This is an optimization exercise on Yosys and OpenROAD, whose aim is small area and a short achievable clock period, not a production implementation. Only simulation tests tie the RTL to the original design; equivalence was not proved. No activity file was given, so power comes from the tool's default toggle rates.

$ cat design/flow/design.v
module firQ (input clk,  
				input signed [31:0] entrada,
				input enable,
				output reg signed [31:0] saida
				);
	parameter N = 8;
	wire signed [31:0] coef 		[0: N-1];
	reg signed [31:0] sample	[0:N-1];
	reg signed [63:0] acumulada;
	integer i;
	assign coef[0] = 32'd15085;
	assign coef[1] = 32'd1104;
	assign coef[2] = 32'd1102;
	assign coef[3] = 32'd1123;
	assign coef[4] = 32'd1123;
	assign coef[5] = 32'd1102;
	assign coef[6] = 32'd1104;
	assign coef[7] = 32'd15085; 
	always @(posedge clk ) begin 
	if(enable)begin
			for (i = N-1; i > 0; i=i-1) begin
				sample[i] <= sample[i-1]; 
			end
			sample[0] <= entrada; 
			acumulada  = 64'b0;
			for (i = 0; i < N; i=i+1) begin
				acumulada = acumulada + sample[i]*coef[i];
			end
			saida <= acumulada[47:16];
		end else begin
		for (i = 0; i < N; i=i+1) begin
				sample[i] <= 32'b0; 
			end
				saida <= 32'd0; 
		end
	end
endmodule
$ cat design/flow/run.sh
#!/bin/bash
# synth_recipe.tcl (not shown) runs the flow's synth.tcl, then flattens the netlist and writes it again
# the make line also repeats each setting of config.mk as NAME=value (left out here)
make -C /OpenROAD-flow-scripts/flow DESIGN_CONFIG=/design/flow/config.mk WORK_HOME=/design/flow/orfs CLKGATE_MAP_FILE= SYNTH_SCRIPT=/design/flow/synth_recipe.tcl finish
$ cat design/flow/config.mk
export PLATFORM = sky130hd
export DESIGN_NAME = firQ
export DESIGN_NICKNAME = firQ
export VERILOG_FILES = /design/flow/design.v
export SDC_FILE = /design/flow/constraint.sdc
export NUM_CORES = 4
export LEC_CHECK = 0
export CAP_MARGIN = 20
export CORE_MARGIN = 2
export CORE_UTILIZATION = 40
export SLEW_MARGIN = 20
$ cat design/flow/constraint.sdc
create_clock -name core_clock -period 18.0 [get_ports {clk}]
set_input_delay 3.6000 -clock core_clock [delete_from_list [all_inputs] [get_ports {clk}]]
set_output_delay 3.6000 -clock core_clock [all_outputs]
set_load 0.01 [all_outputs]
==> results.txt <==
-- worst max path at each step --
stage	start	to	slack, ns	cells after the start
after floorplan	sample[5][4]	saida[31]	7.89	37
after global placement	sample[2][7]	saida[31]	5.42	37
after detailed placement	sample[2][10]	saida[31]	5.43	37
after CTS	sample[2][10]	saida[31]	5.40	37
after global routing	sample[2][10]	saida[31]	4.64	37
final	sample[2][10]	saida[31]	5.27	37
-- sequential cells by signal, indices dropped and copies added (netlist names) --
register and flops:
sample 256, saida 32
-- synth_stat cells, types with 7 or more instances --
| master | number |
|---|---|
| inv_1 | 2045 |
| fa_1 | 1330 |
| ha_1 | 987 |
| dfxtp_1 | 288 |
| nor2_1 | 227 |
| xnor2_1 | 168 |
| a21oi_1 | 164 |
| and2_1 | 158 |
| o21ai_0 | 92 |
| a21o_1 | 89 |
| nand2_1 | 88 |
| xor2_1 | 69 |
| clkbuf_1 | 44 |
| nand3_1 | 30 |
| o21bai_1 | 23 |
| o21a_1 | 22 |
| nor3_1 | 20 |
| a211oi_1 | 19 |
| mux2i_1 | 19 |
| nand2b_1 | 19 |
| and3_1 | 18 |
| nor2b_1 | 16 |
| a31oi_1 | 13 |
| nand4_1 | 11 |
| o211ai_1 | 10 |
| o31ai_1 | 8 |
| a211o_1 | 7 |
| a221o_1 | 7 |
| a221oi_1 | 7 |
-- cells by family (layout without fill, tap and decap cells) --
| logic type | Yosys count | count (layout) |
|---|---|---|
| fa+ha+maj | 2317 | 2317 |
| buf+inv | 2096 | 2188 |
| xor+xnor | 237 | 237 |
| other cells | 0 | 4 |
| flops | 288 | 288 |
| mux | 25 | 25 |
| simple gates | 617 | 617 |
| compound gates | 511 | 511 |
-- worst register-to-register path, delay by kind of cell (launching register included) --
kind | cells | cell delay, ns
buf+inv | 4 | 0.18
fa+ha+maj | 13 | 6.07
xor+xnor | 1 | 0.29
simple gates | 9 | 2.53
flops | 1 | 0.53
compound gates | 10 | 3.07
-- where the power goes --
group | switching (mW) | internal [mW] | total (mW) | leakage (nW)
Clock | 0.362 | 0.472 | 0.834 | 0.648
Sequential | 0.0434 | 0.727 | 0.771 | 2.35
Combinational | 4.09 | 2.89 | 6.98 | 30.9
-- stage by stage --
stage          cells  area, µm²  setup slack (ns)
2_1_floorplan   6091      61300              7.89
3_3_place_gp    8144      64400              5.42
3_5_place_dp    8144      64400              5.43
4_1_cts         8213      65700              5.40
5_1_grt         8215      65700              4.64
6_report        8217      65700              5.27
-- per-layer routing --
metal | part of all wire [%] | vias to the layer above
li1 | - | 18300
met1 | 42 | 20000
met2 | 50 | 789
met3 | 3.9 | 197
met4 | 4.8 | 0
met5 | 0 | -
-- final cells by class --
type	instances	area (µm²)	area share, %
inverters	2048	7690	11.7
well taps	2030	2540	3.86
flip-flops and latches	288	5770	8.77
clock buffers	47	1070	1.62
clock inverters	22	262	0.398
diodes	4	10.0	0.0152
multi-input cells	3707	47700	72.6
repair buffers	71	706	1.07
==> results.toml <==
[clock_network]
cts_inserted_buffers = 39
cts_resized = 0
cts_setup_buffers = 0
clk_latency_ns = 0.64
clockRootBuffer = "clkbuf_16"
cts.sinks = 288
htreeDepth = 2
cts_hold_buf = 0
cts_buffer_depth = 3
clk_pin_slew_worst_paths_ns = 0.06
cts_tree = "done"

[power]
ir_worst_vdd_uv = 385
leakage_nw = 33.9
power_density_nw_per_um2 = 131
p_total_mw = 8.58

[hold_path]
min_path_type = "reg2reg"
worstHoldPathCells = 2
hp-start = "sample[1][18]"
whs_endpoint = "sample[2][18]"

[drt]
vias = 39200
initialDrtViolationCount = 2289
via_per_inst = 4.78
firstDrtPassIters = 7
drc_errors = 0
drtAntennaViolNets = 0
wl_per_cell_um = 20.4
routed_wl_mm = 167

[grt]
grt_use_total_pct = 22.3
met2_usage_pct = 38.4
grt_pass1_wl_mm = 259
grt_max_degree = 116
grt_pass1_vias = 42400
antenna_found_initial = 2
gr-usage-met3_pct = 2.29
gr-total-overflow = 0
use_met1_pct = 28.6
grt.busiest_layer = "met2"

[floorplanning]
die-area_um2 = 156000
ios = 66
start_util_pct = 40.3
die_w_um = 396
rows = 143
die_h_um = 396
fp.coreArea_um2 = 152000

[finish]
drive_gt1_share_pct = 1.68
layout_common_cells = "inv_1, fa_1, ha_1"
nets = 8506
n_fill_cell = 14900
layout_commonest_cell = "inv_1"
final_core_util_pct = 43.2
synthToLayoutAreaGrowth_pct = 7.18

[setup_path]
cp-start-kind = "register"
timing.rr.end = "saida[31]"
r2r_setup_slack_ns = 5.27
critical_path.top_delay_family = "adder cells"
crit_path_frequent_cell = "fa_1"
cpPeakStageDelay_ns = 0.90
reg2reg_depth = 37
end_kind = "register"
cp_data_required_time_ns = 18.53
cp.arrival_ns = 13.26
critPathMaxFanout = 6
slowest_stage = "a211oi_1"
path_class = "reg2reg"
reg2reg_from = "sample[2][10]"
path_buf_inv = 4

[synth]
synth_top_area_share_pct = 43.4
synthFlopType = "dfxtp_1"
yosysWarningCount = 2
synth-seq-area-share_pct = 9.40
syn_area_per_cell_um2 = 10.1
synth_top_family_by_area = "adder cells"
yosysUniqueCellTypes = 74
ys_ff_latch = 288
synthMuxAreaShare_pct = 0.420
synth-edff-count = 0
synth-compound-area-share_pct = 5.44
synth_nets = 8442
synthCells = 6091
synth_simple_gate_area_share_pct = 4.95
synthArstFlopShare_pct = 0
yosysTopAreaCell = "fa_1"
synth_adder_area_share_pct = 63.6
syn_area_um2 = 61300
synth_area_leaders = "fa_1, ha_1, inv_1, dfxtp_1, xnor2_1"
synth_xor_area_share_pct = 3.38

[timing]
finClkSkew_ns = 0.0380
holdWs_ns = 0.556
fmax_mhz = 78.6
period_minus_slack_ns = 12.73
rsz0062_at_grt = "no"
tns_ns = 0
drv_slew = 0
hold_violations = 0
worst_slew_pin_slew_ns = 1.13
slew_headroom_pct = 24.5
fin_crit_sh_pct = 70.7
setup_viol = 0

[flow_run]
cap_violations = 0

[placed_design]
io_buffers = 65
dp_hpwl_mm = 151
gp_congestion = 0.961

[outcome]
status = "no timing/DRC/antenna violations"

## separate check: timing with driven ports
The flow's constraints put no driver on any port. The routed layout listed below was extracted and timed again, unchanged, in two steps.
Step 1: set_driving_cell puts a clkbuf_16 on clk and a buf_2 on each other input, an assumption about the parent block.
Step 2 times the ports against the registers' clock, not the clock port: input delays grow and output delays shrink by t, the midpoint of the rising clock arrivals with the driver on.
Three values: ideal, step 1, step 2; two values: the first two.
shift t [ns]: 0.700
setup slack, ns: 5.271 / 5.271 / 5.271
worst slew at a driven data input, ns: 0.07
After both steps setup and hold are still met in this run. The setup slack of this run moves by 0.000 ns with the drivers and by 0.000 ns with both steps.
